Source: an optimization exercise on an open RTL-to-GDS flow (aim: small area and a short achievable clock period). Production flows keep margins and buffers that such runs may drop.
In this exercise RTL edits were held to simulation tests only and were not proved equivalent to the original.

<file path="design/flow/design.v">
module multiplier_8bit (
    input signed [7:0] A,
    input signed [7:0] B,
    output signed [15:0] P
);
    wire pp1;
    assign pp1 = A[0] & B[0];
    wire pp2;
    assign pp2 = A[0] & B[1];
    wire pp3;
    assign pp3 = A[0] & B[2];
    wire pp4;
    assign pp4 = A[0] & B[3];
    wire pp5;
    assign pp5 = A[0] & B[4];
    wire pp6;
    assign pp6 = A[0] & B[5];
    wire pp7;
    assign pp7 = A[0] & B[6];
    wire pp8;
    assign pp8 = ~(A[0] & B[7]);
    wire pp9;
    assign pp9 = A[1] & B[0];
    wire pp10;
    assign pp10 = A[1] & B[1];
    wire pp11;
    assign pp11 = A[1] & B[2];
    wire pp12;
    assign pp12 = A[1] & B[3];
    wire pp13;
    assign pp13 = A[1] & B[4];
    wire pp14;
    assign pp14 = A[1] & B[5];
    wire pp15;
    assign pp15 = A[1] & B[6];
    wire pp16;
    assign pp16 = ~(A[1] & B[7]);
    wire pp17;
    assign pp17 = A[2] & B[0];
    wire pp18;
    assign pp18 = A[2] & B[1];
    wire pp19;
    assign pp19 = A[2] & B[2];
    wire pp20;
    assign pp20 = A[2] & B[3];
    wire pp21;
    assign pp21 = A[2] & B[4];
    wire pp22;
    assign pp22 = A[2] & B[5];
    wire pp23;
    assign pp23 = A[2] & B[6];
    wire pp24;
    assign pp24 = ~(A[2] & B[7]);
    wire pp25;
    assign pp25 = A[3] & B[0];
    wire pp26;
    assign pp26 = A[3] & B[1];
    wire pp27;
    assign pp27 = A[3] & B[2];
    wire pp28;
    assign pp28 = A[3] & B[3];
    wire pp29;
    assign pp29 = A[3] & B[4];
    wire pp30;
    assign pp30 = A[3] & B[5];
    wire pp31;
    assign pp31 = A[3] & B[6];
    wire pp32;
    assign pp32 = ~(A[3] & B[7]);
    wire pp33;
    assign pp33 = A[4] & B[0];
    wire pp34;
    assign pp34 = A[4] & B[1];
    wire pp35;
    assign pp35 = A[4] & B[2];
    wire pp36;
    assign pp36 = A[4] & B[3];
    wire pp37;
    assign pp37 = A[4] & B[4];
    wire pp38;
    assign pp38 = A[4] & B[5];
    wire pp39;
    assign pp39 = A[4] & B[6];
    wire pp40;
    assign pp40 = ~(A[4] & B[7]);
    wire pp41;
    assign pp41 = A[5] & B[0];
    wire pp42;
    assign pp42 = A[5] & B[1];
    wire pp43;
    assign pp43 = A[5] & B[2];
    wire pp44;
    assign pp44 = A[5] & B[3];
    wire pp45;
    assign pp45 = A[5] & B[4];
    wire pp46;
    assign pp46 = A[5] & B[5];
    wire pp47;
    assign pp47 = A[5] & B[6];
    wire pp48;
    assign pp48 = ~(A[5] & B[7]);
    wire pp49;
    assign pp49 = A[6] & B[0];
    wire pp50;
    assign pp50 = A[6] & B[1];
    wire pp51;
    assign pp51 = A[6] & B[2];
    wire pp52;
    assign pp52 = A[6] & B[3];
    wire pp53;
    assign pp53 = A[6] & B[4];
    wire pp54;
    assign pp54 = A[6] & B[5];
    wire pp55;
    assign pp55 = A[6] & B[6];
    wire pp56;
    assign pp56 = ~(A[6] & B[7]);
    wire pp57;
    assign pp57 = ~(A[7] & B[0]);
    wire pp58;
    assign pp58 = ~(A[7] & B[1]);
    wire pp59;
    assign pp59 = ~(A[7] & B[2]);
    wire pp60;
    assign pp60 = ~(A[7] & B[3]);
    wire pp61;
    assign pp61 = ~(A[7] & B[4]);
    wire pp62;
    assign pp62 = ~(A[7] & B[5]);
    wire pp63;
    assign pp63 = ~(A[7] & B[6]);
    wire pp64;
    assign pp64 = A[7] & B[7];
    wire s65;
    wire c66;
    ha_cell u67 (.a(pp7), .b(pp14), .s(s65), .co(c66));
    wire s68;
    wire c69;
    fa_cell u70 (.a(pp8), .b(pp15), .c(pp22), .s(s68), .co(c69));
    wire s71;
    wire c72;
    ha_cell u73 (.a(pp29), .b(pp36), .s(s71), .co(c72));
    wire s74;
    wire c75;
    fa_cell u76 (.a(pp16), .b(pp23), .c(pp30), .s(s74), .co(c75));
    wire s77;
    wire c78;
    fa_cell u79 (.a(pp37), .b(pp44), .c(pp51), .s(s77), .co(c78));
    wire s80;
    wire c81;
    fa_cell u82 (.a(pp24), .b(pp31), .c(pp38), .s(s80), .co(c81));
    wire s83;
    wire c84;
    ha_cell u85 (.a(pp5), .b(pp12), .s(s83), .co(c84));
    wire s86;
    wire c87;
    fa_cell u88 (.a(pp6), .b(pp13), .c(pp20), .s(s86), .co(c87));
    wire s89;
    wire c90;
    ha_cell u91 (.a(pp27), .b(pp34), .s(s89), .co(c90));
    wire s92;
    wire c93;
    fa_cell u94 (.a(pp21), .b(pp28), .c(pp35), .s(s92), .co(c93));
    wire s95;
    wire c96;
    fa_cell u97 (.a(pp42), .b(pp49), .c(s65), .s(s95), .co(c96));
    wire s98;
    wire c99;
    fa_cell u100 (.a(pp43), .b(pp50), .c(pp57), .s(s98), .co(c99));
    wire s101;
    wire c102;
    fa_cell u103 (.a(c66), .b(s68), .c(s71), .s(s101), .co(c102));
    wire s104;
    wire c105;
    fa_cell u106 (.a(pp58), .b(1'b1), .c(c69), .s(s104), .co(c105));
    wire s107;
    wire c108;
    fa_cell u109 (.a(c72), .b(s74), .c(s77), .s(s107), .co(c108));
    wire s110;
    wire c111;
    fa_cell u112 (.a(pp45), .b(pp52), .c(pp59), .s(s110), .co(c111));
    wire s113;
    wire c114;
    fa_cell u115 (.a(c75), .b(c78), .c(s80), .s(s113), .co(c114));
    wire s116;
    wire c117;
    fa_cell u118 (.a(pp32), .b(pp39), .c(pp46), .s(s116), .co(c117));
    wire s119;
    wire c120;
    fa_cell u121 (.a(pp53), .b(pp60), .c(c81), .s(s119), .co(c120));
    wire s122;
    wire c123;
    fa_cell u124 (.a(pp40), .b(pp47), .c(pp54), .s(s122), .co(c123));
    wire s125;
    wire c126;
    ha_cell u127 (.a(pp4), .b(pp11), .s(s125), .co(c126));
    wire s128;
    wire c129;
    fa_cell u130 (.a(pp19), .b(pp26), .c(pp33), .s(s128), .co(c129));
    wire s131;
    wire c132;
    fa_cell u133 (.a(pp41), .b(c84), .c(s86), .s(s131), .co(c132));
    wire s134;
    wire c135;
    fa_cell u136 (.a(c87), .b(c90), .c(s92), .s(s134), .co(c135));
    wire s137;
    wire c138;
    fa_cell u139 (.a(c93), .b(c96), .c(s98), .s(s137), .co(c138));
    wire s140;
    wire c141;
    fa_cell u142 (.a(c99), .b(c102), .c(s104), .s(s140), .co(c141));
    wire s143;
    wire c144;
    fa_cell u145 (.a(c105), .b(c108), .c(s110), .s(s143), .co(c144));
    wire s146;
    wire c147;
    fa_cell u148 (.a(c111), .b(c114), .c(s116), .s(s146), .co(c147));
    wire s149;
    wire c150;
    fa_cell u151 (.a(pp61), .b(c117), .c(c120), .s(s149), .co(c150));
    wire s152;
    wire c153;
    fa_cell u154 (.a(pp48), .b(pp55), .c(pp62), .s(s152), .co(c153));
    wire s155;
    wire c156;
    ha_cell u157 (.a(pp3), .b(pp10), .s(s155), .co(c156));
    wire s158;
    wire c159;
    fa_cell u160 (.a(pp18), .b(pp25), .c(s125), .s(s158), .co(c159));
    wire s161;
    wire c162;
    fa_cell u163 (.a(s83), .b(c126), .c(s128), .s(s161), .co(c162));
    wire s164;
    wire c165;
    fa_cell u166 (.a(s89), .b(c129), .c(s131), .s(s164), .co(c165));
    wire s167;
    wire c168;
    fa_cell u169 (.a(s95), .b(c132), .c(s134), .s(s167), .co(c168));
    wire s170;
    wire c171;
    fa_cell u172 (.a(s101), .b(c135), .c(s137), .s(s170), .co(c171));
    wire s173;
    wire c174;
    fa_cell u175 (.a(s107), .b(c138), .c(s140), .s(s173), .co(c174));
    wire s176;
    wire c177;
    fa_cell u178 (.a(s113), .b(c141), .c(s143), .s(s176), .co(c177));
    wire s179;
    wire c180;
    fa_cell u181 (.a(s119), .b(c144), .c(s146), .s(s179), .co(c180));
    wire s182;
    wire c183;
    fa_cell u184 (.a(s122), .b(c147), .c(s149), .s(s182), .co(c183));
    wire s185;
    wire c186;
    fa_cell u187 (.a(c123), .b(c150), .c(s152), .s(s185), .co(c186));
    wire s188;
    wire c189;
    fa_cell u190 (.a(pp56), .b(pp63), .c(c153), .s(s188), .co(c189));
    wire g191;
    wire p192;
    assign g191 = pp2 & pp9;
    assign p192 = pp2 ^ pp9;
    wire g193;
    wire p194;
    assign g193 = pp17 & s155;
    assign p194 = pp17 ^ s155;
    wire g195;
    wire p196;
    assign g195 = c156 & s158;
    assign p196 = c156 ^ s158;
    wire g197;
    wire p198;
    assign g197 = c159 & s161;
    assign p198 = c159 ^ s161;
    wire g199;
    wire p200;
    assign g199 = c162 & s164;
    assign p200 = c162 ^ s164;
    wire g201;
    wire p202;
    assign g201 = c165 & s167;
    assign p202 = c165 ^ s167;
    wire g203;
    wire p204;
    assign g203 = c168 & s170;
    assign p204 = c168 ^ s170;
    wire g205;
    wire p206;
    assign g205 = c171 & s173;
    assign p206 = c171 ^ s173;
    wire g207;
    wire p208;
    assign g207 = c174 & s176;
    assign p208 = c174 ^ s176;
    wire g209;
    wire p210;
    assign g209 = c177 & s179;
    assign p210 = c177 ^ s179;
    wire g211;
    wire p212;
    assign g211 = c180 & s182;
    assign p212 = c180 ^ s182;
    wire g213;
    wire p214;
    assign g213 = c183 & s185;
    assign p214 = c183 ^ s185;
    wire g215;
    wire p216;
    assign g215 = c186 & s188;
    assign p216 = c186 ^ s188;
    wire g217;
    wire p218;
    assign g217 = pp64 & c189;
    assign p218 = pp64 ^ c189;
    wire g219;
    wire p220;
    assign g219 = 1'b1 & 1'b0;
    assign p220 = 1'b1 ^ 1'b0;
    wire G221;
    assign G221 = g193 | (p194 & g191);
    wire P222;
    assign P222 = p194 & p192;
    wire G223;
    assign G223 = g197 | (p198 & g195);
    wire P224;
    assign P224 = p198 & p196;
    wire G225;
    assign G225 = g201 | (p202 & g199);
    wire P226;
    assign P226 = p202 & p200;
    wire G227;
    assign G227 = g205 | (p206 & g203);
    wire P228;
    assign P228 = p206 & p204;
    wire G229;
    assign G229 = g209 | (p210 & g207);
    wire P230;
    assign P230 = p210 & p208;
    wire G231;
    assign G231 = g213 | (p214 & g211);
    wire P232;
    assign P232 = p214 & p212;
    wire G233;
    assign G233 = g217 | (p218 & g215);
    wire P234;
    assign P234 = p218 & p216;
    wire G235;
    assign G235 = g195 | (p196 & G221);
    wire P236;
    assign P236 = p196 & P222;
    wire G237;
    assign G237 = G223 | (P224 & G221);
    wire P238;
    assign P238 = P224 & P222;
    wire G239;
    assign G239 = g203 | (p204 & G225);
    wire P240;
    assign P240 = p204 & P226;
    wire G241;
    assign G241 = G227 | (P228 & G225);
    wire P242;
    assign P242 = P228 & P226;
    wire G243;
    assign G243 = g211 | (p212 & G229);
    wire P244;
    assign P244 = p212 & P230;
    wire G245;
    assign G245 = G231 | (P232 & G229);
    wire P246;
    assign P246 = P232 & P230;
    wire G247;
    assign G247 = g219 | (p220 & G233);
    wire P248;
    assign P248 = p220 & P234;
    wire G249;
    assign G249 = g199 | (p200 & G237);
    wire P250;
    assign P250 = p200 & P238;
    wire G251;
    assign G251 = G225 | (P226 & G237);
    wire P252;
    assign P252 = P226 & P238;
    wire G253;
    assign G253 = G239 | (P240 & G237);
    wire P254;
    assign P254 = P240 & P238;
    wire G255;
    assign G255 = G241 | (P242 & G237);
    wire P256;
    assign P256 = P242 & P238;
    wire G257;
    assign G257 = g215 | (p216 & G245);
    wire P258;
    assign P258 = p216 & P246;
    wire G259;
    assign G259 = G233 | (P234 & G245);
    wire P260;
    assign P260 = P234 & P246;
    wire G261;
    assign G261 = G247 | (P248 & G245);
    wire P262;
    assign P262 = P248 & P246;
    wire G263;
    assign G263 = g207 | (p208 & G255);
    wire P264;
    assign P264 = p208 & P256;
    wire G265;
    assign G265 = G229 | (P230 & G255);
    wire P266;
    assign P266 = P230 & P256;
    wire G267;
    assign G267 = G243 | (P244 & G255);
    wire P268;
    assign P268 = P244 & P256;
    wire G269;
    assign G269 = G245 | (P246 & G255);
    wire P270;
    assign P270 = P246 & P256;
    wire G271;
    assign G271 = G257 | (P258 & G255);
    wire P272;
    assign P272 = P258 & P256;
    wire G273;
    assign G273 = G259 | (P260 & G255);
    wire P274;
    assign P274 = P260 & P256;
    wire G275;
    assign G275 = G261 | (P262 & G255);
    wire P276;
    assign P276 = P262 & P256;
    wire sum277;
    assign sum277 = p194 ^ g191;
    wire sum278;
    assign sum278 = p196 ^ G221;
    wire sum279;
    assign sum279 = p198 ^ G235;
    wire sum280;
    assign sum280 = p200 ^ G237;
    wire sum281;
    assign sum281 = p202 ^ G249;
    wire sum282;
    assign sum282 = p204 ^ G251;
    wire sum283;
    assign sum283 = p206 ^ G253;
    wire sum284;
    assign sum284 = p208 ^ G255;
    wire sum285;
    assign sum285 = p210 ^ G263;
    wire sum286;
    assign sum286 = p212 ^ G265;
    wire sum287;
    assign sum287 = p214 ^ G267;
    wire sum288;
    assign sum288 = p216 ^ G269;
    wire sum289;
    assign sum289 = p218 ^ G271;
    wire sum290;
    assign sum290 = p220 ^ G273;
    assign P = {sum290, sum289, sum288, sum287, sum286, sum285, sum284, sum283, sum282, sum281, sum280, sum279, sum278, sum277, p192, pp1};
endmodule
module adder_16bit (
    input signed [15:0] A,
    input signed [15:0] B,
    input signed [15:0] C,
    input signed [15:0] D,
    output signed [17:0] S
);
    wire s1;
    wire c2;
    ha_cell u3 (.a(A[0]), .b(B[0]), .s(s1), .co(c2));
    wire s4;
    wire c5;
    fa_cell u6 (.a(A[1]), .b(B[1]), .c(C[1]), .s(s4), .co(c5));
    wire s7;
    wire c8;
    fa_cell u9 (.a(A[2]), .b(B[2]), .c(C[2]), .s(s7), .co(c8));
    wire s10;
    wire c11;
    fa_cell u12 (.a(A[3]), .b(B[3]), .c(C[3]), .s(s10), .co(c11));
    wire s13;
    wire c14;
    fa_cell u15 (.a(A[4]), .b(B[4]), .c(C[4]), .s(s13), .co(c14));
    wire s16;
    wire c17;
    fa_cell u18 (.a(A[5]), .b(B[5]), .c(C[5]), .s(s16), .co(c17));
    wire s19;
    wire c20;
    fa_cell u21 (.a(A[6]), .b(B[6]), .c(C[6]), .s(s19), .co(c20));
    wire s22;
    wire c23;
    fa_cell u24 (.a(A[7]), .b(B[7]), .c(C[7]), .s(s22), .co(c23));
    wire s25;
    wire c26;
    fa_cell u27 (.a(A[8]), .b(B[8]), .c(C[8]), .s(s25), .co(c26));
    wire s28;
    wire c29;
    fa_cell u30 (.a(A[9]), .b(B[9]), .c(C[9]), .s(s28), .co(c29));
    wire s31;
    wire c32;
    fa_cell u33 (.a(A[10]), .b(B[10]), .c(C[10]), .s(s31), .co(c32));
    wire s34;
    wire c35;
    fa_cell u36 (.a(A[11]), .b(B[11]), .c(C[11]), .s(s34), .co(c35));
    wire s37;
    wire c38;
    fa_cell u39 (.a(A[12]), .b(B[12]), .c(C[12]), .s(s37), .co(c38));
    wire s40;
    wire c41;
    fa_cell u42 (.a(A[13]), .b(B[13]), .c(C[13]), .s(s40), .co(c41));
    wire s43;
    wire c44;
    fa_cell u45 (.a(A[14]), .b(B[14]), .c(C[14]), .s(s43), .co(c44));
    wire s46;
    wire c47;
    fa_cell u48 (.a(~A[15]), .b(~B[15]), .c(~C[15]), .s(s46), .co(c47));
    wire s49;
    wire c50;
    ha_cell u51 (.a(C[0]), .b(D[0]), .s(s49), .co(c50));
    wire s52;
    wire c53;
    fa_cell u54 (.a(D[1]), .b(c2), .c(s4), .s(s52), .co(c53));
    wire s55;
    wire c56;
    fa_cell u57 (.a(D[2]), .b(c5), .c(s7), .s(s55), .co(c56));
    wire s58;
    wire c59;
    fa_cell u60 (.a(D[3]), .b(c8), .c(s10), .s(s58), .co(c59));
    wire s61;
    wire c62;
    fa_cell u63 (.a(D[4]), .b(c11), .c(s13), .s(s61), .co(c62));
    wire s64;
    wire c65;
    fa_cell u66 (.a(D[5]), .b(c14), .c(s16), .s(s64), .co(c65));
    wire s67;
    wire c68;
    fa_cell u69 (.a(D[6]), .b(c17), .c(s19), .s(s67), .co(c68));
    wire s70;
    wire c71;
    fa_cell u72 (.a(D[7]), .b(c20), .c(s22), .s(s70), .co(c71));
    wire s73;
    wire c74;
    fa_cell u75 (.a(D[8]), .b(c23), .c(s25), .s(s73), .co(c74));
    wire s76;
    wire c77;
    fa_cell u78 (.a(D[9]), .b(c26), .c(s28), .s(s76), .co(c77));
    wire s79;
    wire c80;
    fa_cell u81 (.a(D[10]), .b(c29), .c(s31), .s(s79), .co(c80));
    wire s82;
    wire c83;
    fa_cell u84 (.a(D[11]), .b(c32), .c(s34), .s(s82), .co(c83));
    wire s85;
    wire c86;
    fa_cell u87 (.a(D[12]), .b(c35), .c(s37), .s(s85), .co(c86));
    wire s88;
    wire c89;
    fa_cell u90 (.a(D[13]), .b(c38), .c(s40), .s(s88), .co(c89));
    wire s91;
    wire c92;
    fa_cell u93 (.a(D[14]), .b(c41), .c(s43), .s(s91), .co(c92));
    wire s94;
    wire c95;
    fa_cell u96 (.a(~D[15]), .b(c44), .c(s46), .s(s94), .co(c95));
    wire [17:0] va97;
    wire [17:0] vb98;
    wire [17:0] vs99;
    assign va97 = {1'b1, c47, c92, c89, c86, c83, c80, c77, c74, c71, c68, c65, c62, c59, c56, c53, c50, s1};
    assign vb98 = {1'b0, c95, s94, s91, s88, s85, s82, s79, s76, s73, s70, s67, s64, s61, s58, s55, s52, s49};
    assign vs99 = va97 + vb98;
    assign S = {vs99[17], vs99[16], vs99[15], vs99[14], vs99[13], vs99[12], vs99[11], vs99[10], vs99[9], vs99[8], vs99[7], vs99[6], vs99[5], vs99[4], vs99[3], vs99[2], vs99[1], vs99[0]};
endmodule
module fa_cell (
    input a,
    input b,
    input c,
    output s,
    output co
);
    assign s = a ^ b ^ c;
    assign co = (a & b) | (a & c) | (b & c);
endmodule
module ha_cell (
    input a,
    input b,
    output s,
    output co
);
    assign s = a ^ b;
    assign co = a & b;
endmodule
module adder_18bit (
    input signed [17:0] A,
    input signed [17:0] B,
    output signed [18:0] S
);
    assign S = A + B;
endmodule
module int8_mac_tree (
    input clk,  
    input reset,  
    input signed [7:0] in0,
    input signed [7:0] in1,
    input signed [7:0] in2,
    input signed [7:0] in3,
    input signed [7:0] in4,
    input signed [7:0] in5,
    input signed [7:0] in6,
    input signed [7:0] in7,
    input signed [7:0] in8,
    input signed [7:0] in9,
    input signed [7:0] in10,
    input signed [7:0] in11,
    input signed [7:0] in12,
    input signed [7:0] in13,
    input signed [7:0] in14,
    input signed [7:0] in15,
    output signed [31:0] out,
    output reg signed [15:0] prod0, prod1, prod2, prod3, prod4, prod5, prod6, prod7,
    output signed [17:0] sum_level2_0, sum_level2_1
);
    wire signed [15:0] p0, p1, p2, p3, p4, p5, p6, p7;
    multiplier_8bit mul0 (.A(in0),  .B(in1),  .P(p0));
    multiplier_8bit mul1 (.A(in2),  .B(in3),  .P(p1));
    multiplier_8bit mul2 (.A(in4),  .B(in5),  .P(p2));
    multiplier_8bit mul3 (.A(in6),  .B(in7),  .P(p3));
    multiplier_8bit mul4 (.A(in8),  .B(in9),  .P(p4));
    multiplier_8bit mul5 (.A(in10), .B(in11), .P(p5));
    multiplier_8bit mul6 (.A(in12), .B(in13), .P(p6));
    multiplier_8bit mul7 (.A(in14), .B(in15), .P(p7));
    always @(posedge clk or posedge reset) begin
        if (reset) begin
            prod0 <= 16'h0; prod1 <= 16'h0; prod2 <= 16'h0; prod3 <= 16'h0;
            prod4 <= 16'h0; prod5 <= 16'h0; prod6 <= 16'h0; prod7 <= 16'h0;
        end else begin
            prod0 <= p0; prod1 <= p1; prod2 <= p2; prod3 <= p3;
            prod4 <= p4; prod5 <= p5; prod6 <= p6; prod7 <= p7;
        end
    end
    adder_16bit sum0 (.A(prod0), .B(prod1), .C(prod2), .D(prod3), .S(sum_level2_0));
    adder_16bit sum1 (.A(prod4), .B(prod5), .C(prod6), .D(prod7), .S(sum_level2_1));
    reg signed [18:0] out_r;
    wire signed [18:0] out_sum;
    adder_18bit add_final (.A(sum_level2_0), .B(sum_level2_1), .S(out_sum));
    always @(posedge clk or posedge reset) begin
        if (reset)
            out_r <= 19'h0;
        else
            out_r <= out_sum;
    end
    assign out = out_r;
endmodule
</file>
<file path="design/flow/flow/run.sh">
#!/bin/bash
# Standard layout, with the port buffers made from a plain buffer cell
# instead of the delay buffer buffer_ports picks on its own, and timing
# repair aiming at a setup slack of 6.0 ns.
set -euo pipefail
export BUFFER_PORTS_ARGS="-buffer_cell sky130_fd_sc_hd__buf_2"
bash standard.sh SETUP_SLACK_MARGIN=6.0 finish > standard.log 2>&1
</file>
<file path="design/flow/standard.sh">
#!/bin/bash
# synth_recipe.tcl (not shown) runs the flow's synth.tcl, then flattens the netlist and writes it again
# the make line also repeats each setting of config.mk as NAME=value (left out here)
make -C /OpenROAD-flow-scripts/flow DESIGN_CONFIG=/design/flow/config.mk WORK_HOME=/design/flow/orfs CLKGATE_MAP_FILE= SYNTH_SCRIPT=/design/flow/synth_recipe.tcl "${@:-finish}"
</file>
<file path="design/flow/config.mk">
export PLATFORM = sky130hd
export DESIGN_NAME = int8_mac_tree
export DESIGN_NICKNAME = int8_mac_tree
export VERILOG_FILES = /design/flow/design.v
export SDC_FILE = /design/flow/constraint.sdc
export NUM_CORES = 4
export LEC_CHECK = 0
export CAP_MARGIN = 20
export CORE_MARGIN = 2
export CORE_UTILIZATION = 65
export SLEW_MARGIN = 20
export SYNTH_HIERARCHICAL = 1
export SYNTH_MINIMUM_KEEP_SIZE = 0
</file>
<file path="design/flow/constraint.sdc">
create_clock -name core_clock -period 12.0 [get_ports {clk}]
set_input_delay 2.4000 -clock core_clock [delete_from_list [all_inputs] [get_ports {clk}]]
set_output_delay 2.4000 -clock core_clock [all_outputs]
set_load 0.01 [all_outputs]
</file>
==> results of run 1 <==
==> worst max-delay path: stages (launching register included) <==
cell	delay [ns]
dfrtp_2	0.44
fa_1	0.59
fa_1	0.46
ha_1	0.33
a211oi_2	0.28
o21ai_2	0.15
a31o_2	0.29
xor2_1	0.36
buf_2	0.22
==> repair_timing <==
item	4_1_cts	5_1_grt
setup endpoints to repair	10	17
buffers inserted	3	10
pin swaps	2	18
gates resized for setup	8	31
==> through the flow <==
| step | utilization, % | cells | cell area [um^2] |
|---|---|---|---|
| after floorplan | - | 2074 | 22400 |
| after global placement | 69.5 | 2694 | 23400 |
| after detailed placement | 69.5 | 2694 | 23400 |
| after CTS | 71.4 | 2729 | 24100 |
| after global routing | 72.1 | 2740 | 24300 |
| final | 72.1 | 2740 | 24300 |
==> registers in the layout, indices dropped and copies added, names as in the netlist <==
name   cells
prod5     16
prod4     16
prod2     16
out_r     19
prod6     16
prod7     16
prod1     16
prod3     16
prod0     16
==> layout make-up <==
cell class,count,share of cell area [%]
repair buffers,341,7.28
flip-flops and latches,147,15.2
clock inverters,12,0.592
well taps,448,2.31
inverters,96,1.50
multi-input cells,1676,71.3
clock buffers,20,1.88
==> Yosys stat by module, one instance, submodules excluded <==
module | area, um^2 | copies in the design | cells inside | flops+latches
adder_16bit | 945 | 2 | 124 | 0
adder_18bit | 873 | 1 | 113 | 0
fa_cell | 20.0 | 348 | 1 | 0
ha_cell | 12.5 | 52 | 1 | 0
int8_mac_tree | 3780 | 1 | 161 | 147
multiplier_8bit | 1020 | 8 | 144 | 0
==> cells in the final DEF (no fill, tap or decap), types with 14 or more instances in the layout <==
master	count
fa_1	381
o21ai_2	14
o21ai_0	24
inv_1	93
nand4_1	18
a31oi_1	19
dfrtp_1	140
nor2_1	50
a21o_1	50
a21oi_1	76
o211ai_1	16
buf_2	321
clkbuf_16	17
and2_1	402
xnor2_1	41
ha_1	201
xor2_1	52
buf_4	19
nand2_1	156
==> cells by family (layout without fill, tap and decap cells) <==
kind of cell | count (synthesis) | after routing | synth area share [%]
other | 8 | 8 | 0.134
flip-flops | 147 | 147 | 16.5
AND/OR/NAND/NOR | 686 | 686 | 17.4
AO/OA/AOI/OAI | 293 | 293 | 9.52
adder cells (fa/ha/maj) | 591 | 591 | 46.0
buffers and inverters | 251 | 469 | 6.67
XOR/XNOR | 98 | 98 | 3.84
==> how the worst min path moves through the flow <==
stage	start	to	slack, ns	cells after the start
3_3_place_gp	prod3[0]$_DFF_PP0_	out_r[0]$_DFF_PP0_	0.80	3
5_1_grt	prod3[0]$_DFF_PP0_	out_r[0]$_DFF_PP0_	0.86	3
2_1_floorplan	prod7[0]$_DFF_PP0_	out_r[0]$_DFF_PP0_	0.84	3
6_report	prod5[0]$_DFF_PP0_	out_r[0]$_DFF_PP0_	0.82	3
4_1_cts	prod3[0]$_DFF_PP0_	out_r[0]$_DFF_PP0_	0.81	3
3_5_place_dp	prod3[0]$_DFF_PP0_	out_r[0]$_DFF_PP0_	0.79	3
==> metal layers <==
metal,wire (um),GRT usage [%],vias to the layer above
met5,0,0,-
met3,4320,5.13,122
met4,2440,13.3,0
met2,25800,50.8,619
met1,23900,46.9,8012
li1,-,-,7112
==> run summary, run 1 <==
Outcome
The run finished with no timing, DRC or antenna violations.

Global route
Global routing finished with a remaining overflow of 0. The first global-routing pass estimated approximately 90000 um of wire. The pin count of the biggest net entering global routing is 61. The via count of the first global-routing pass is about 17000. The initial antenna violation count is 1. Across every metal layer, demand over resource in global routing totals 32.8%.

STA
The final cycle utilization of the critical path is between 40% and 50%. The worst setup skew after layout is about 0.019 ns. The relative slew slack is 51.3%.

The worst slack on hold paths is ~0.82 ns. Setup repair after global routing could not meet its margin everywhere. Setup violations remaining at the end of the flow were counted as 0. The routed design could run at a clock period as short as 5.94 ns. The sum of negative setup slack is 0 ns. For this run, the top clock speed supported by timing is 168 MHz. The measured slew at the worst slew-check pin is approximately 0.73 ns. The count of final max-slew check failures is 0. Setup slack on the critical path of the routed design comes to 6.06 ns.

The number of failing hold endpoints at the final stage is 0.

Setup path
STA puts the critical path data required time at between 9 and 10 ns. Following the worst setup path forward leads to its endpoint at sum_level2_0[7]. Tracing the worst setup path back leads to its startpoint at prod0[1]$_DFF_PP0_. The maximum net fanout on the critical path is 5. The class of the most critical setup path is reg2out. The startpoint of the worst register-to-register path is prod0[1]$_DFF_PP0_. The worst-case register-to-register setup slack is between 7 and 8 ns. The endpoint of the worst-slack reg-to-reg timing path is out_r[18]$_DFF_PP0_. The arrival time at the worst endpoint is 3.54 ns.

The worst setup path is launched from a flip-flop. Counting cells, the worst reg-to-reg path comes to 14. The worst setup path is captured at an output port.

Cells and area
The repair_antennas step left the layout with diodes totalling 0. The sequential cells in the finished layout cover a total of 3690 um^2. The fraction of final layout cells sized beyond drive strength 1 is about a fifth.

The net count of the finished layout is 3000. The number of filler cells placed in the layout is about 2500. Relative to the synthesized area, the layout overhead comes to 8.82%. The multi-input combinational cell area is between 15000 and 20000 um^2.

Die
The region available for standard cell placement spans around 34000 um^2. The horizontal die dimension is about 190 um. The total I/O pin count is approximately 330.

The count of standard-cell rows is 67. Once the floorplan was initialized, standard cells occupied between 60% and 70% of the core. The die is approximately 190 um tall. The die covers between 30000 and 40000 um^2.

Route
The first detailed-routing pass ran for 5 iterations. The post-route DRC violation count is 0. The number of vias after detailed routing is approximately 16000. The per-cell via count in the routed design is a little under 6. The first-iteration detailed-routing DRC count is slightly below 1000. Summed over all layers, the routed wires come to 56500 um. In this run the remaining antenna-violating nets after routing total 0. Dividing the detail-routed wire length by the instance count gives between 20 and 25 um.

Clock network
The CTS root buffer is clkbuf_16. Clock tree synthesis inserted a total of 17 buffers. TritonCTS built the clock tree. For this design, the CTS-stage hold fixing added 0 buffers. The total clock sinks is around 150. Clock-pin slew was measured on the worst setup and hold paths at 0.07 ns. No sink is reached through more buffers than the 2 on the longest clock path. In this run the number of H-tree levels came out at 4. The clock latency at the later pin of the worst-skew pair is roughly 0.44 ns.

Place
At the placement stage, the worst setup path has a slack of 5.85 ns. Routability-driven placement finished with a final weighted congestion of around 0.97. Detailed placement finished with a half-perimeter wire length of a little under 50000 um. The quantity of I/O buffers inserted on ports is around 330.

Yosys
The combined area of all synthesized cells is roughly 22000 um^2. The number of enable flip-flop cells after synthesis is 0. In the synthesized netlist the async set-or-reset flop fraction comes to 100%. The netlist uses 56 different library cells. Counting instances in the post-synthesis netlist gives the leading cell types as and2_1 (402), fa_1 (383), ha_1 (208), nand2_1 (156), dfrtp_1 (147).

The synthesized design devotes to its leading area cell type ~34% of total area. By area the synthesized netlist is led by fa_1 (34%), dfrtp_1 (16%), ha_1 (12%). The register area share after synthesis is 16.5%. Of all cell types, the one taking the most synthesized area is fa_1.

Among all cell types in the netlist, the one instantiated most often is and2_1. In the synthesized netlist, the number of instances is approximately 2100. In this run the mean area of a mapped cell was between 10 and 15 um^2.

Among all flip-flop cells after synthesis, the most frequent one is dfrtp_1. The total of flip-flops plus latches after synthesis is around 150. During synthesis, Yosys emitted a total of 7 warnings. The synthesized net count is about 2800.

Hold path
The path class of the lowest-slack min-delay path is reg2reg.

Job
Max-cap violations in this run came to 0.
==> inputs of run 2 (changes only) <==
--- a/design/flow/config.mk
+++ b/design/flow/config.mk
@@ -7,7 +7,7 @@
 export LEC_CHECK = 0
 export CAP_MARGIN = 20
 export CORE_MARGIN = 2
-export CORE_UTILIZATION = 65
+export CORE_UTILIZATION = 75
 export SLEW_MARGIN = 20
 export SYNTH_HIERARCHICAL = 1
 export SYNTH_MINIMUM_KEEP_SIZE = 0
==> run 2 against run 1 <==
  * Highest routed layer is now met5
  * Routed wire length increased by 2.7%
  * Non-clock buffer count increased by 4
  * Still clean
  * Critical endpoint is now sum_level2_0[16]
==> run summary, run 2 <==
Clock network
The number of clock buffers added by TritonCTS is 17. The number of hold buffers added after CTS is 0. The clock latency at the later pin of the worst-skew pair is 0.44 ns. The CTS root buffer is clkbuf_16. After clock tree synthesis, the clock-pin slew on the worst setup and hold paths is approximately 0.07 ns.

The number of levels in the clock H-tree is 4. The clock tree from TritonCTS is done. In this run the deepest clock path goes through 2 buffers. The total clock sinks is around 150.

Setup path
The delay of the slowest cell on the worst path is around 0.56 ns. The category of cells accounting for the largest share of critical-path delay is adder cells. Data arrives at the worst endpoint at about 3.6 ns.

The number of buffer and inverter instances along the worst setup path is 3. The slowest stage of the critical path belongs to the cell fa_1. Of all nets on the critical path, the largest fanout is 3.

The most prevalent standard cell on the critical path is fa_1. The worst-case reg-to-reg path depth is 17. STA classifies the critical path endpoint as an output port. The critical path is of the reg2out type.

At the worst endpoint, the required time is 9.60 ns. The number of cells on the critical path is 11. Walking the worst path, the cells encountered are fa_1 -> fa_1 -> inv_1 -> fa_2 -> nand2b_4 -> a21o_1 -> a21oi_4 -> buf_4 -> a31oi_4 -> xnor2_2 -> buf_2. The startpoint class of the critical path is a flip-flop.

Route
In this run the remaining antenna-violating nets after routing total 0. The first-iteration detailed-routing DRC count is 1290. In the final routed layout, each cell accounts on average for approximately 22 um. The first detailed-routing pass took 5 iterations. The total length of routed wires is 58000 um. For this run, design rule violations remaining after detail routing come to 0. The per-cell via count in the routed design is about 6. The number of vias after detailed routing is roughly 17000.

Cells and area
The repair_antennas step left the layout with diodes totalling 0. The most common cell after layout, fill and taps aside is and2_1. The utilization of the core after routing is ~82%. In the layout the commonest cells are and2_1 (402), fa_1 (380), buf_2 (320), ha_1 (201), nand2_1 (156).

The area growth from synthesis to layout is 8.81%. The final layout contains roughly 3000 nets. The flip-flop count of the largest register, all copies and words added is 19.

Counting flops per register, the top entry is out_r. In the final layout, the share of cells above drive strength 1 is roughly 21%.

STA
Setup slack closes at between 6 and 7 ns. The measured slew at the worst slew-check pin is 0.803 ns. The count of final max-slew check failures is 0. The post-route minimum period is 5.99 ns. The relative slew slack is 46.5%. Setup repair after global routing could not meet its margin everywhere. The worst slack on hold paths is ~0.86 ns. The maximum clock rate is 167 MHz.

The sum of negative setup slack is 0 ns. Setup violations remaining at the end of the flow were counted as 0. The worst setup skew after layout is 0.0127 ns. The worst path uses between 40 and 50% of the clock period. The number of failing hold endpoints at the final stage was 0.

Die
The floorplan step set the die width to around 180 um. The total I/O pin count is 326. The core area is 29500 um^2. The height of the die is between 150 and 200 um. The initial utilization of the core area, before any placement, comes to roughly three quarters.

The floorplan has 63 rows. The overall die area is roughly 31000 um^2.

Global route
The via count of the first global-routing pass came to ~17000. The pin count of the biggest net entering global routing is 88. The overall track demand over capacity in global routing is a little under two fifths. The initial antenna violation count is 2. The first global-routing pass estimated 91400 um of wire. The total grt overflow is 0.

Yosys
After Yosys synthesis, XOR and XNOR cells account for about 3.8% of the synthesized area. The largest total area in the synthesized netlist belongs to fa_1. The most frequent cell after synthesis is and2_1. The post-synthesis instance total is between 2000 and 2500. The average cell area after synthesis is 10.8 um^2. The share of synthesized cell area in and, or, nand and nor gates is 17.4%. The register area share after synthesis is 16.5%. For this run, asynchronously set or reset flops after synthesis account for 100%. The most common flop cell mapped by yosys is dfrtp_1.

In this run, synthesis produced a sequential element count of about 150. Summing every instance area after synthesis gives between 20000 and 25000 um^2. The synthesized design devotes to its leading area cell type between 30% and 40% of total area.

The number of different library cells in the post-synthesis netlist is 56. The number of enable flip-flop cells after synthesis is 0. By area the synthesized netlist is led by fa_1 (34%), dfrtp_1 (16%), ha_1 (12%). By area, the combinational part of the netlist is dominated by adder cells. The commonest cells after synthesis are and2_1 (402), fa_1 (383), ha_1 (208), nand2_1 (156), dfrtp_1 (147). Measured against the total synthesized area, the mux share comes to 0%. Summing the areas of all fa, ha and maj instances in the mapped netlist gives 46.0% of the synthesized area.

The number of synthesis warnings is 7. When the netlist entered floorplanning its net count stood at around 2800. Summing the areas of all compound-gate instances in the mapped netlist gives under 10% of the synthesized area.

Place
The detailed placer's ending HPWL is 47600 um. The final RePlAce weighted congestion is 0.982. Buffers placed on the I/O ports in this run total about 330. Timing analysis after detailed placement gives a worst setup slack of roughly 5.8 ns.

Hold path
Along the worst hold path, the cell count comes to 3. The min-delay analysis places its worst path in the category reg2reg.

Job
The max capacitance violation total is 0.

Outcome
The run finished with no timing, DRC or antenna violations.
## run 2: cell count changes in the layout (fill, tap and decap cells not counted), moves of 2 or more
cell	delta
a21oi_2	+4
dfrtp_1	+2
clkinv_2	+2
inv_6	-2
dfrtp_2	-2
buf_6	+2
buf_4	+4
a21oi_1	-4
## run 2: final cells by class
| class | count | area, um^2 |
|---|---|---|
| multi-input combinational | 1676 | 17400 |
| fill | 1730 | 5180 |
| sequential | 147 | 3680 |
| timing repair buffer | 345 | 1800 |
| tap | 390 | 488 |
| clock buffer | 21 | 460 |
| inverter | 96 | 364 |
| clock inverter | 11 | 150 |
## run 2: repair_timing
action,CTS,global route
resized for setup,11,34
setup endpoints to repair,11,19
buffers inserted,4,14
pin swaps,6,19
## run 2: modules after synthesis, one instance, submodules excluded
module	area, um^2	cells	times used
ha_cell	12.5	1	52
adder_18bit	873	113	1
int8_mac_tree	3780	161	1
multiplier_8bit	1020	144	8
fa_cell	20.0	1	348
adder_16bit	945	124	2
## run 2: worst register-to-register path, stage by stage (launching register included)
cell,delay [ns]
dfrtp_2,0.47
fa_1,0.52
fa_1,0.56
inv_1,0.06
fa_2,0.35
nand2b_4,0.17
a21o_1,0.19
a21oi_4,0.19
buf_4,0.15
buf_6,0.11
xor2_4,0.19
buf_4,0.14
ha_1,0.30
a21oi_1,0.18
o21ai_0,0.16
o211ai_1,0.41
a31oi_1,0.20
xor2_1,0.18
## run 2: path summary, 6_finish.rpt
path / startpoint / endpoint / slack (ns)
worst min register to register: prod5[0]$_DFF_PP0_ / out_r[0]$_DFF_PP0_ / 0.86
worst min-delay path: prod5[0]$_DFF_PP0_ / out_r[0]$_DFF_PP0_ / 0.86
max in group asynchronous: reset / prod4[2]$_DFF_PP0_ / 8.49
min in group asynchronous: reset / prod1[15]$_DFF_PP0_ / 2.21
worst max-delay path: prod2[1]$_DFF_PP0_ / sum_level2_0[16] / 6.01
worst max register to register: prod2[1]$_DFF_PP0_ / out_r[17]$_DFF_PP0_ / 7.34
## run 2: logic make-up (layout without fill, tap and decap cells)
kind of cell             Yosys count  count (layout)
AND/OR/NAND/NOR                  686             686
adder cells (fa/ha/maj)          591             591
AO/OA/AOI/OAI                    293             293
buffers and inverters            251             473
flip-flops                       147             147
XOR/XNOR                          98              98
other                              8               8
## run 2: through the flow
stage,cells,area [um^2]
floorplan,2074,22400
detailed placement,2636,23300
CTS,2672,24000
finish,2686,24300
global route,2686,24300
global placement,2636,23300
## run 2: routing by layer
layer  vias to the layer above  GRT usage, %  share of wire, %
met5                         -             0             0.022
met1                      8476          52.4                39
li1                       7116             -                 -
met4                         2          15.7               4.8
met2                       793          60.4                48
met3                       199          8.48               8.7
==> inputs of run 3 (changes only) <==
==> design/flow/flow/run.sh (replaced) <==
#!/bin/bash
# Standard layout, with the port buffers made from a plain buffer cell
# instead of the delay buffer buffer_ports picks on its own, and timing
# repair aiming at a setup slack of 6.0 ns.
set -euo pipefail
export BUFFER_PORTS_ARGS="-buffer_cell sky130_fd_sc_hd__buf_1"
bash standard.sh SETUP_SLACK_MARGIN=6.0 finish > standard.log 2>&1
--- a/design/flow/config.mk
+++ b/design/flow/config.mk
@@ -7,7 +7,7 @@
 export LEC_CHECK = 0
 export CAP_MARGIN = 20
 export CORE_MARGIN = 2
-export CORE_UTILIZATION = 75
+export CORE_UTILIZATION = 65
 export SLEW_MARGIN = 20
 export SYNTH_HIERARCHICAL = 1
 export SYNTH_MINIMUM_KEEP_SIZE = 0
==> run 3 against run 2 <==
  * Clock skew up 0.0021 ns
  * Flip-flop and latch count unchanged
  * Sequential share of layout area up 0.31 points
  * Register-to-register slack better by 0.09 ns
  * Critical path type unchanged
  * Critical endpoint is now sum_level2_0[13]
  * Largest cell class unchanged
==> run summary, run 3 <==
Yosys
The post-synthesis cell type with the largest combined area is fa_1. The fraction of synthesized cell area in xor and xnor cells is under 10%. Dividing the synthesized area by the synthesized cell count gives about 11 um^2.

The number of enable flip-flop cells after synthesis is 0. The number of different library cells used by synthesis comes to 56. In the synthesized netlist, mux cells make up 0% of the area.

For this run, the number of Yosys warnings is 7. By area the synthesized netlist is led by fa_1 (34%), dfrtp_1 (16%), ha_1 (12%). The combined area of all synthesized cells is 22300 um^2. The synthesized design contains ~150 register bits.

Of all flip-flops after synthesis, the portion carrying an async set or reset was 100%. Counting instances in the post-synthesis netlist gives the leading cell types as and2_1 (402), fa_1 (383), ha_1 (208), nand2_1 (156), dfrtp_1 (147). Synthesis produced 2074 cells. The share of synthesized cell area in full adder, half adder and majority cells is a little under half. The largest family of logic cells by synthesized area is adder cells. The compound-cell area share of the yosys netlist is 9.52%. The synthesized net count is roughly 2800. The share of the synthesized area in the top cell type is 34.3%.

Of the total synthesized cell area, the portion taken by AND, OR, NAND and NOR gates is 17.4%. The most common cell in the synthesized netlist is and2_1. The most common flop cell mapped by yosys is dfrtp_1. Sequential elements use between 15 and 20% of the synthesized area.

Clock network
The clock tree from TritonCTS is done. The H-tree was split into 4 levels. The total CTS buffers is 17. The clock reaches the later pin of the worst-skew pair after 0.44 ns. Counting along the longest clock path gives a buffer depth of 2. The total clock sinks is approximately 150. The CTS root buffer is clkbuf_16. The number of hold buffers added after CTS is 0.

After clock tree synthesis, the clock-pin slew on the worst setup and hold paths is roughly 0.070 ns.

STA
The worst setup skew after layout is about 0.015 ns. The sum of negative setup slack is 0 ns. The worst path meets setup with a little over 6 ns of slack. The count of final max-slew check failures is 0. Measured against its own limit, the worst slew margin works out to between 40% and 50%. Timing would allow up to roughly 170 MHz. The worst path uses 49.5% of the clock period. Setup repair after global routing could not meet its margin everywhere. The count of endpoints failing setup in the final report is 0. The number of failing hold endpoints at the final stage came to 0. The worst path needs about 6 ns of the cycle, external delays included. For the pin with the worst max-slew slack, the measured transition is 0.831 ns. Across all hold checks on the routed design, the worst slack comes to 0.851 ns.

Hold path
Counting instances, the worst hold path has a depth of 3. The sink of the worst hold path is out_r[0]$_DFF_PP0_. The worst hold path belongs to the class reg2reg.

The startpoint of the most critical hold path is prod5[0]$_DFF_PP0_.

Setup path
STA puts the critical path data arrival time at between 3 and 4 ns. The capturing element type of the critical path is an output port. Setup slack on the worst reg-to-reg path comes out at 7.43 ns.

The worst-case reg-to-reg path depth is 17. The startpoint of the worst register-to-register path is prod1[1]$_DFF_PP0_. By startpoint and endpoint, the worst setup path is classified as reg2out.

STA puts the critical path data required time at approximately 9.6 ns. The endpoint of the worst-slack reg-to-reg timing path is out_r[17]$_DFF_PP0_. The worst setup path is launched from a flip-flop. Along the worst path, the maximum fanout reaches 7.

Die
The total I/O pin count is 326. After floorplanning, the core was sized to cover approximately 34000 um^2. The height of the die is 189 um. The floorplan step defined a die boundary enclosing 35900 um^2. The initial utilization of the core area, before any placement, comes to approximately two thirds. The die is around 190 um wide. The count of standard-cell rows is 67.

Place
The number of placed instances, taps included, is approximately 2700. The final RePlAce weighted congestion is 0.970. The detailed placer's ending HPWL is between 40000 and 50000 um.

Prior to clock tree synthesis, the placed netlist has a worst setup slack of around 5.7 ns. The cell area reported after detailed placement is ~23000 um^2. The quantity of I/O buffers inserted on ports is about 330.

Outcome
The run finished with no timing, DRC or antenna violations.

Global route
The fraction of met1 tracks used by global routing is around 47%. The layer flagged by global routing as most heavily used is met2. The met3 usage in global routing is ~4.5%.

The initial antenna violation count is 1. The via count of the first global-routing pass is between 15000 and 20000. The wire length of the first global-routing pass is 89400 um. Summed over all layers, the global routing overflow is 0.

Global routing consumed, on the met2 layer, about 50% of the routing resources. The pin count of the biggest net entering global routing is ~150. The overall track demand over capacity in global routing is 32.4%.

Job
Across the run, the number of max-cap violations was 0.

Cells and area
Leaving out fill and tap cells, the most frequent cells in the layout are and2_1 (402), fa_1 (381), buf_1 (303), ha_1 (200), nand2_1 (156). The number of nets in the layout is approximately 3000. The number of filler cells placed in the layout is 2610. With fillers left out, the area of the finished cells amounts to 23800 um^2. The fraction of final layout cells sized beyond drive strength 1 is between 7 and 8%.

The utilization of the core after routing is between 70% and 80%. The register with the most flip-flops in the layout has 19 of them. Compared with the post-synthesis result, the final layout area differs by 6.67%.

Ranked by flip-flop count, first place goes to out_r. Once layout is complete, the cells apart from fillers number between 2000 and 3000. The area used by sequential logic in the layout is 3690 um^2. The most common cell after layout, fill and taps aside is and2_1. The multi-input combinational cell area is approximately 17000 um^2.

Route
The first TritonRoute pass finished after 5 iterations. The routed length per placed instance is 20.2 um. The remaining antenna violation count is 0. Summing over every cut layer, the via total after detailed routing is 15800. After the first detailed-routing iteration, the DRC count stood at ~840. The per-cell via count in the routed design is around 5.8. The post-route DRC violation count is 0. The routed design has roughly 55000 um of wire.
-- run 3: worst max-delay path, stage by stage, from the launching register on --
cell and delay (ns):
dfrtp_1 0.46, fa_1 0.54, fa_1 0.41, ha_1 0.45, and2_1 0.21, nor2b_4 0.19
a21oi_1 0.09, o211ai_2 0.24, xnor2_1 0.23, buf_1 0.27
-- run 3: what timing repair did --
item                       4_1_cts  5_1_grt
buffers inserted                 4        5
cloned                           0        0
pin swaps                        4        9
setup endpoints to repair       11       28
resized for setup               17       46
-- run 3: layer usage --
| layer | up-vias | wire length, um |
|---|---|---|
| li1 | 7105 | - |
| met1 | 8048 | 23900 |
| met2 | 557 | 25200 |
| met3 | 139 | 3540 |
| met4 | 0 | 2650 |
| met5 | - | 0 |
-- run 3: layout make-up --
cell class / instances / area share [%]
diodes: 1 / 0.0105
clock buffers: 20 / 1.87
clock inverters: 12 / 0.415
inverters: 96 / 1.53
multi-input cells: 1676 / 72.7
flip-flops and latches: 147 / 15.5
well taps: 448 / 2.35
repair buffers: 335 / 5.65
-- run 3: Yosys stat by module (local to each module, per instance) --
module           flops+latches  cells inside
int8_mac_tree              147           161
multiplier_8bit              0           144
adder_16bit                  0           124
adder_18bit                  0           113
fa_cell                      0             1
ha_cell                      0             1
-- run 3: kinds of logic after synthesis --
| logic type | Yosys count |
|---|---|
| flip-flops | 147 |
| other | 8 |
| buffers and inverters | 251 |
| XOR/XNOR | 98 |
| AND/OR/NAND/NOR | 686 |
| adder cells (fa/ha/maj) | 591 |
| AO/OA/AOI/OAI | 293 |
-- run 3: worst max-delay path by stage --
| stage | start | end | slack, ns | cells past startpoint |
|---|---|---|---|---|
| 2_1_floorplan | in1[7] | prod0[14]$_DFF_PP0_ | 6.04 | 13 |
| 3_3_place_gp | in15[7] | prod7[14]$_DFF_PP0_ | 5.78 | 12 |
| 3_5_place_dp | in2[2] | prod1[14]$_DFF_PP0_ | 5.71 | 12 |
| 4_1_cts | prod4[1]$_DFF_PP0_ | sum_level2_1[14] | 5.93 | 10 |
| 5_1_grt | prod4[1]$_DFF_PP0_ | sum_level2_1[14] | 5.98 | 10 |
| 6_report | prod1[8]$_DFF_PP0_ | sum_level2_0[13] | 6.06 | 9 |
==> inputs of run 4 (changes only) <==
==> design/flow/flow/run.sh (replaced) <==
#!/bin/bash
# Standard layout, with the port buffers made from a plain buffer cell
# instead of the delay buffer buffer_ports picks on its own, and timing
# repair aiming at a setup slack of 6.5 ns.
set -euo pipefail
export BUFFER_PORTS_ARGS="-buffer_cell sky130_fd_sc_hd__buf_2"
bash standard.sh SETUP_SLACK_MARGIN=6.5 finish > standard.log 2>&1
==> run 4 against run 3 <==
  * Register-to-register slack is essentially flat
  * Utilization grew 10 points
  * Clock-buffer cell count shrank 1
  * Flip-flop and latch count is the same
  * First-iteration DRC count grew 30%
  * Setup slack gained 0.073 ns
  * Synthesized cell count is the same
  * Die area is the same
  * Final area grew 14%
==> run summary, run 4 <==
Outcome
The run finished with no timing, DRC or antenna violations.

Cells and area
In the layout the commonest cells are and2_1 (331), fa_1 (315), buf_2 (213), ha_1 (154), nand2_1 (150). The fraction of final layout cells sized beyond drive strength 1 is 35.3%. The antenna diode count is 0. The number of standard cells in the layout, taps in and fillers out is approximately 2800.

The register containing the most flip-flops in the final layout is out_r. The multi-input combinational cell area is ~19000 um^2. Compared with the post-synthesis result, the final layout area differs by 21.8%. The final instance area is ~27000 um^2. The library cell used most frequently in the layout, excluding fill and tap cells, is and2_1.

At the end of the flow the core is filled with cells to between 80% and 90%. The layout has roughly 2000 filler cells. The number of nets in the layout is approximately 3100. The area used by sequential logic in the layout is 3700 um^2. The flip-flop count of the largest register, all copies and words added is 19.

Yosys
Counting instances in the post-synthesis netlist gives the leading cell types as and2_1 (402), fa_1 (383), ha_1 (208), nand2_1 (156), dfrtp_1 (147). The average cell area after synthesis is approximately 11 um^2. Yosys mapped a number of flops with a built-in enable equal to 0. Sequential cells were found to cover 16.5% of the synthesized design area. The total of flip-flops plus latches after synthesis is ~150. Of the post-synthesis cell area, the dominant cell type holds 34.3%. In the post-synthesis netlist, the cell with the most instances is and2_1.

The number of synthesis warnings is 7. The async set-reset flop share out of synthesis is 100%. After technology mapping, the gate count stands at 2074. fa_1 takes more of the synthesized area than any other cell. For this run, the leading register cell type out of synthesis is dfrtp_1. Ranked by total cell area, the synthesized netlist is headed by fa_1 (34%), dfrtp_1 (16%), ha_1 (12%). After synthesis, the netlist uses 56 different library cells. The combined area of all synthesized cells is between 20000 and 25000 um^2. The synthesized net count is roughly 2800.

Place
Detailed placement finished with a half-perimeter wire length of 48600 um. During placement, the flow inserted port buffers numbering between 300 and 400. The placed instances occupy a cell area of about 24000 um^2. Including well taps, the total number of placed cells is between 2000 and 3000.

The final RePlAce weighted congestion is 0.942.

Route
Dividing the detail-routed via count by the number of cells gives 5.88. The number of vias after detailed routing is around 17000. Once detail routing completed, the nets flagged for antenna violations numbered 0. The routed length per placed instance is between 20 and 25 um.

The first detailed-routing pass ran for 7 iterations. The final layout contains routed wiring with a total length of roughly 62000 um. The post-route DRC violation count is 0. After the first detailed-routing iteration, the DRC count stood at ~1100.

Clock network
CTS saw about 150 sinks. The clock latency at the later pin of the worst-skew pair is between 0.4 and 0.5 ns. The clock-pin slew on the worst setup and hold paths is roughly 0.07 ns. The H-tree generated during clock tree synthesis spans 4 levels. The buffer levels on the longest clock path is 2. The cell sitting at the root of the clock tree is a clkbuf_16. The total CTS buffers is 17. TritonCTS built the clock tree.

Setup path
The arrival time at the worst endpoint is 3.46 ns. Of all nets on the critical path, the largest fanout is 4. The worst setup path is of the reg2out kind. The worst setup path is captured at an output port. The required time at the endpoint of the critical path is roughly 9.6 ns. The startpoint class of the critical path is a flip-flop.

Global route
The via count of the first global-routing pass is 17200. The initial antenna violation count is 1. The pin count of the biggest net entering global routing is 85. The overall track demand over capacity in global routing is 34.0%. The first global-routing pass estimated roughly 94000 um of wire.

Global routing finished with a remaining overflow of 0.

STA
Setup repair after global routing could not meet its margin everywhere. The worst path needs just under 6 ns of the cycle, external delays included. The number of failing hold endpoints at the final stage was 0. The final cycle utilization of the critical path is about half.

The maximum clock rate is ~170 MHz. Setup violations remaining at the end of the flow were counted as 0. The measured slew at the worst slew-check pin is 0.840 ns.

The sum of negative setup slack is 0 ns. The clock arrives with ~0.013 ns of skew. The relative slew slack is between 40% and 50%. The count of final max-slew check failures is 0.

Job
The tool flagged a number of max-cap violations equal to 0.

Die
The count of standard-cell rows is between 60 and 70. Pin placement for this block handled 326 I/O pins. The floorplan step set the die height to about 190 um. The overall die area is between 30000 and 40000 um^2.

From left edge to right edge, the die measures ~190 um. The core area is around 34000 um^2. For this configuration, the core starts out at a cell density of between 60% and 70%.

Hold path
The path class of the lowest-slack min-delay path is reg2reg.
run 4: cell counts after synthesis:
No cell type changed its count.
run 4: modules after synthesis (local to each module, per instance):
module	cell area, um^2	flip-flops and latches	cells	copies in the design
int8_mac_tree	3780	147	161	1
multiplier_8bit	1020	0	144	8
adder_16bit	945	0	124	2
adder_18bit	873	0	113	1
fa_cell	20.0	0	1	348
ha_cell	12.5	0	1	52
run 4: area by class of cell:
class / instances / share of cell area, %
clock buffer: 19 / 1.67
clock inverter: 13 / 0.754
inverter: 96 / 1.34
multi-input combinational: 1676 / 69.4
sequential: 147 / 13.6
tap: 448 / 2.06
timing repair buffer: 425 / 11.1
run 4: metal layers:
layer	track usage, %	up-vias	wire [um]
met5	0	-	13
met4	12.4	2	2430
met3	6.56	146	4350
met2	53.5	656	29600
met1	47.5	8545	25400
li1	-	7268	-
run 4: cells by family after synthesis:
| logic type | share of synthesized area, % |
|---|---|
| AND/OR/NAND/NOR | 17.4 |
| adder cells (fa/ha/maj) | 46.0 |
| AO/OA/AOI/OAI | 9.52 |
| buffers and inverters | 6.67 |
| flip-flops | 16.5 |
| XOR/XNOR | 3.84 |
| other | 0.134 |
run 4: worst max-delay path, stage by stage (launching register included):
cell and delay (ns):
dfrtp_1 0.43, fa_1 0.50, fa_1 0.56, inv_2 0.05, fa_2 0.35, nand2b_4 0.17
a21o_1 0.20, a21oi_4 0.26, a31oi_4 0.14, xnor2_2 0.19, buf_4 0.18
run 4: final timing paths:
path                                     from                  end  slack (ns)  depth (start not counted)
max reg2reg                prod2[1]$_DFF_PP0_  out_r[17]$_DFF_PP0_        7.42                         16
max in group asynchronous               reset   prod2[4]$_DFF_PP0_        8.51                          4
min reg2reg                prod3[0]$_DFF_PP0_   out_r[0]$_DFF_PP0_        0.83                          3
min                        prod3[0]$_DFF_PP0_   out_r[0]$_DFF_PP0_        0.83                          3
min in group asynchronous               reset  out_r[17]$_DFF_PP0_        2.24                          3
max                        prod2[1]$_DFF_PP0_     sum_level2_0[16]        6.14                         10
run 4: through the flow:
step / setup slack, ns / hold slack [ns]
floorplan: 6.22 / 0.839
global placement: 5.97 / 0.803
detailed placement: 5.91 / 0.799
CTS: 6.13 / 0.821
global route: 6.03 / 0.849
finish: 6.14 / 0.825
run 4: timing repair:
action,4_1_cts,5_1_grt
endpoints found under the setup margin,69,81
setup buffers,58,40
gates resized for setup,141,371
hold buffers,0,0
pin swaps,114,113
==> inputs of run 5 (changes only) <==
==> design/flow/flow/run.sh (replaced) <==
#!/bin/bash
# Standard layout, with the port buffers made from a plain buffer cell
# instead of the delay buffer buffer_ports picks on its own.
set -euo pipefail
export BUFFER_PORTS_ARGS="-buffer_cell sky130_fd_sc_hd__buf_2"
bash standard.sh > standard.log 2>&1
--- a/design/flow/config.mk
+++ b/design/flow/config.mk
@@ -7,7 +7,7 @@
 export LEC_CHECK = 0
 export CAP_MARGIN = 20
 export CORE_MARGIN = 2
-export CORE_UTILIZATION = 65
+export CORE_UTILIZATION = 40
 export SLEW_MARGIN = 20
 export SYNTH_HIERARCHICAL = 1
 export SYNTH_MINIMUM_KEEP_SIZE = 0
==> run 5 against run 4 <==
  * Maximum frequency fell by 8.3%
  * Non-clock buffer count decreased by 99
  * Clock-buffer cell count is 1 higher
  * Register-to-register slack lost 0.28 ns
  * Setup slack lost 0.53 ns
  * Cell count is 7.0% higher
  * Sequential share of layout area rose by 1.5 points
  * Clock skew decreased by 0.0050 ns
  * Via count down 7.3%
  * Largest cell class unchanged
==> run summary, run 5 <==
STA
The count of final max-slew check failures was 0. The post-route minimum period is 6.39 ns. Clock skew on the completed layout was measured at ~0.008 ns. The sum of negative setup slack is 0 ns. After layout, the worst path uses 53.3% of the clock period. Derived from the worst setup path, the maximum achievable clock frequency is about 160 MHz. The measured slew at the worst slew-check pin is between 0.8 and 0.9 ns. The number of failing hold endpoints at the final stage is 0. Setup repair after global routing left no endpoint under its margin. Setup violations remaining at the end of the flow were counted as 0.

The worst slack on hold paths is ~0.87 ns. Measured against its own limit, the worst slew margin works out to approximately 40%.

Global route
Entering global routing, the biggest net connects 85 pins. The total overflow left after global routing is 0. The wire length of the first global-routing pass is roughly 96000 um. Global routing used between 20 and 25% of the available tracks. The via count of the first global-routing pass was between 15000 and 20000. The initial antenna violation count is 4.

Yosys
The register area share after synthesis is between 10% and 20%. After synthesis, the largest family of logic cells by area is adder cells. The synthesized design contains approximately 150 register bits. Synthesis produced a netlist with a net count of 2795. The number of synthesis warnings is 7. The share of synthesized cell area in and, or, nand and nor gates is 17.4%. By count the netlist is led by and2_1 (402), fa_1 (383), ha_1 (208), nand2_1 (156), dfrtp_1 (147). Summing every instance area after synthesis gives around 22000 um^2. The compound-cell area share of the yosys netlist is under 10%. Summing the areas of all fa, ha and maj instances in the mapped netlist gives 46.0% of the synthesized area. The synthesized design devotes to its leading area cell type roughly a third of total area. After Yosys synthesis, XOR and XNOR cells account for under 10% of the synthesized area.

The synthesized design spends more area on one cell type than any other, namely fa_1. Counting flops with a built-in enable in the synthesized netlist gives 0. In this run, distinct cell masters in the synthesized netlist total 56. After synthesis, the share of flip-flops with an asynchronous set or reset is between 90% and 100%.

Measured against the total synthesized area, the mux share comes to 0%. The most frequent cell after synthesis is and2_1. The average cell area after synthesis is ~11 um^2. The post-synthesis instance total is 2074.

Setup path
The slowest cell on the critical path is fa_1. The delay of the slowest cell on the worst path is approximately 0.53 ns. The class of the most critical setup path is reg2out.

The required time at the endpoint of the critical path is 9.60 ns. The arrival time at the worst endpoint is approximately 4.0 ns. The endpoint identified for the worst register-to-register timing path is out_r[18]$_DFF_PP0_.

The launch point of the worst path is prod2[1]$_DFF_PP0_. The startpoint class of the critical path is a flip-flop. Measured in cells, the most critical reg-to-reg path has a length of 14. The most critical setup path has its endpoint at sum_level2_0[16]. The worst-case register-to-register setup slack is slightly above 7 ns. Of all nets on the critical path, the largest fanout is 4. STA classifies the critical path endpoint as an output port. The startpoint identified for the worst register-to-register timing path is prod4[1]$_DFF_PP0_.

Walking the worst path, the cells encountered are fa_1 -> fa_1 -> inv_1 -> fa_1 -> nand2b_1 -> a21o_1 -> a21oi_2 -> a31oi_1 -> xnor2_1 -> buf_2.

Clock network
The total clock sinks is between 100 and 150. The post-cts resize count is 0. The clock-pin slew on the worst setup and hold paths is about 0.060 ns. TritonCTS built the clock tree. The H-tree generated during clock tree synthesis spans 4 levels. The post-CTS setup buffer count is 0. The clock latency at the later pin of the worst-skew pair is slightly below 0.5 ns. The buffer levels on the longest clock path is 2. The tree is rooted in a clkbuf_16.

The total CTS buffers is 17. The number of hold buffers added after CTS is 0.

Place
The placed instances occupy a cell area of about 24000 um^2. The final RePlAce weighted congestion is just under 0.9. The number of instances in the placed design is around 3000. After legalization and detailed placement, the total HPWL measured 52400 um. The quantity of I/O buffers inserted on ports is 325.

Route
In the detailed route, the total length drawn on met3 is ~4000 um. The total length of routed met2 wires is about 28000 um. The remaining antenna violation count is 0.

The total length of routed wires is between 60000 and 70000 um. The first detailed-routing pass took 5 iterations. The first-iteration detailed-routing DRC count is about 750. The number of vias after detailed routing is between 15000 and 20000. The detailed router used layers up to and including met4. For this block, wires on met1 add up to 28000 um. The per-cell via count in the routed design is 5.10. For this run, design rule violations remaining after detail routing come to 0.

Cells and area
Of the cells placed in the final design, the portion with a size suffix greater than 1 is about a fifth. In the layout the commonest cells are and2_1 (402), fa_1 (383), buf_2 (325), ha_1 (208), nand2_1 (156). Leaving out filler cells and counting taps, the final layout contains approximately 3000.

The register containing the most flip-flops in the final layout is out_r. Cells fill between 40% and 50% of the core in the end. The antenna diode count is 0.

From synthesis to final layout, the design area changed by 9.33%. The net count of the finished layout is 2985. The finished cells cover between 20000 and 25000 um^2. The most common cell after layout, fill and taps aside is and2_1. The flip-flop count of the largest register, all copies and words added is 19.

Die
The die covers between 50000 and 60000 um^2. The horizontal die dimension is 240 um. The total area inside the core boundary comes to around 55000 um^2. The floorplan step set the die height to ~240 um. roughly 330 I/O pins were placed. In this run the core area contains between 80 and 90 standard-cell rows.

Job
The max capacitance violation total is 0.

Outcome
The run finished with no timing, DRC or antenna violations.

Hold path
The path class of the lowest-slack min-delay path is reg2reg.
run 5: changes by cell type in the layout (fill, tap and decap cells not counted), sizes merged:
| cell | delta |
|---|---|
| buf | -96 |
| clkbuf | -2 |
| clkinvlp | -3 |
run 5: final cells by class:
| class | count | area, um^2 |
|---|---|---|
| fillers | 5285 | 30800 |
| multi-input cells | 1676 | 17200 |
| flip-flops and latches | 147 | 3680 |
| repair buffers | 326 | 1630 |
| well taps | 748 | 936 |
| clock buffers | 20 | 457 |
| inverters | 96 | 365 |
| clock inverters | 10 | 181 |
run 5: layer usage:
| metal | track usage, % | vias up |
|---|---|---|
| met4 | 5.27 | 0 |
| met5 | 0 | - |
| li1 | - | 7082 |
| met3 | 6.19 | 67 |
| met1 | 31.2 | 7880 |
| met2 | 33.9 | 379 |
run 5: how the worst min path moves through the flow:
stage                             startpoint            endpoint  slack [ns]  depth (start not counted)
after global routing      prod7[0]$_DFF_PP0_  out_r[0]$_DFF_PP0_        0.92                          3
after floorplan           prod7[0]$_DFF_PP0_  out_r[0]$_DFF_PP0_        0.84                          3
after CTS                 prod7[0]$_DFF_PP0_  out_r[0]$_DFF_PP0_        0.88                          3
final                     prod7[0]$_DFF_PP0_  out_r[0]$_DFF_PP0_        0.87                          3
after detailed placement  prod7[0]$_DFF_PP0_  out_r[0]$_DFF_PP0_        0.85                          3
after global placement    prod7[0]$_DFF_PP0_  out_r[0]$_DFF_PP0_        0.85                          3
run 5: kinds of logic (layout without fill, tap and decap cells):
logic type / after synthesis / in the layout
adder cells (fa/ha/maj): 591 / 591
AO/OA/AOI/OAI: 293 / 293
other: 8 / 8
buffers and inverters: 251 / 452
XOR/XNOR: 98 / 98
flip-flops: 147 / 147
AND/OR/NAND/NOR: 686 / 686
run 5: critical path: cells and delay by family (launching register included):
family	cells	cell delay, ns
AO/OA/AOI/OAI	3	0.65
XOR/XNOR	1	0.46
adder cells (fa/ha/maj)	3	1.42
buffers and inverters	2	0.29
flip-flops	1	0.47
AND/OR/NAND/NOR	1	0.21
run 5: metrics by stage:
stage / worst slack [ns]
after global placement: 5.87
after detailed placement: 5.84
after global routing: 5.43
after floorplan: 5.65
after CTS: 5.54
final: 5.61
run 5: modules after synthesis, one instance, submodules excluded:
module	times used	cell area, um^2	flip-flops and latches
int8_mac_tree	1	3780	147
multiplier_8bit	8	1020	0
adder_16bit	2	945	0
adder_18bit	1	873	0
fa_cell	348	20.0	0
ha_cell	52	12.5	0

what the ideal ports hide:
In the flow no input, the clock included, has a driving cell. The finished layouts below were timed again as built, in two steps.
Step 1, drivers: a clkbuf_16 drives clk and a buf_2 each remaining input, both assumed.
Step 2 times the ports against the registers' clock, not the clock port: input delays grow and output delays shrink by t, the midpoint of the rising clock arrivals with the driver on.
a / b / c = no drivers / after step 1 / after step 2; a / b = the first two.
| run | t, ns | slack for setup (ns) | worst hold slack (ns) | pins driven straight from the clock port |
|---|---|---|---|---|
| run 1 | 0.485 | 6.056 / 6.006 / 5.811 | 0.817 / 0.817 / 0.817 | 1 |
| run 2 | 0.481 | 6.008 / 5.955 / 5.731 | 0.864 / 0.864 / 0.864 | 1 |
| run 3 | 0.482 | 6.062 / 6.015 / 5.700 | 0.851 / 0.851 / 0.851 | 1 |
| run 4 | 0.479 | 6.135 / 6.085 / 5.882 | 0.825 / 0.825 / 0.825 | 1 |
| run 5 | 0.538 | 5.607 / 5.551 / 5.816 | 0.874 / 0.874 / 0.874 | 1 |
After both steps setup and hold are still met in every run listed. For run 3, which loses most, drivers alone change the setup slack by -0.047 ns; drivers and shift together by -0.362 ns.
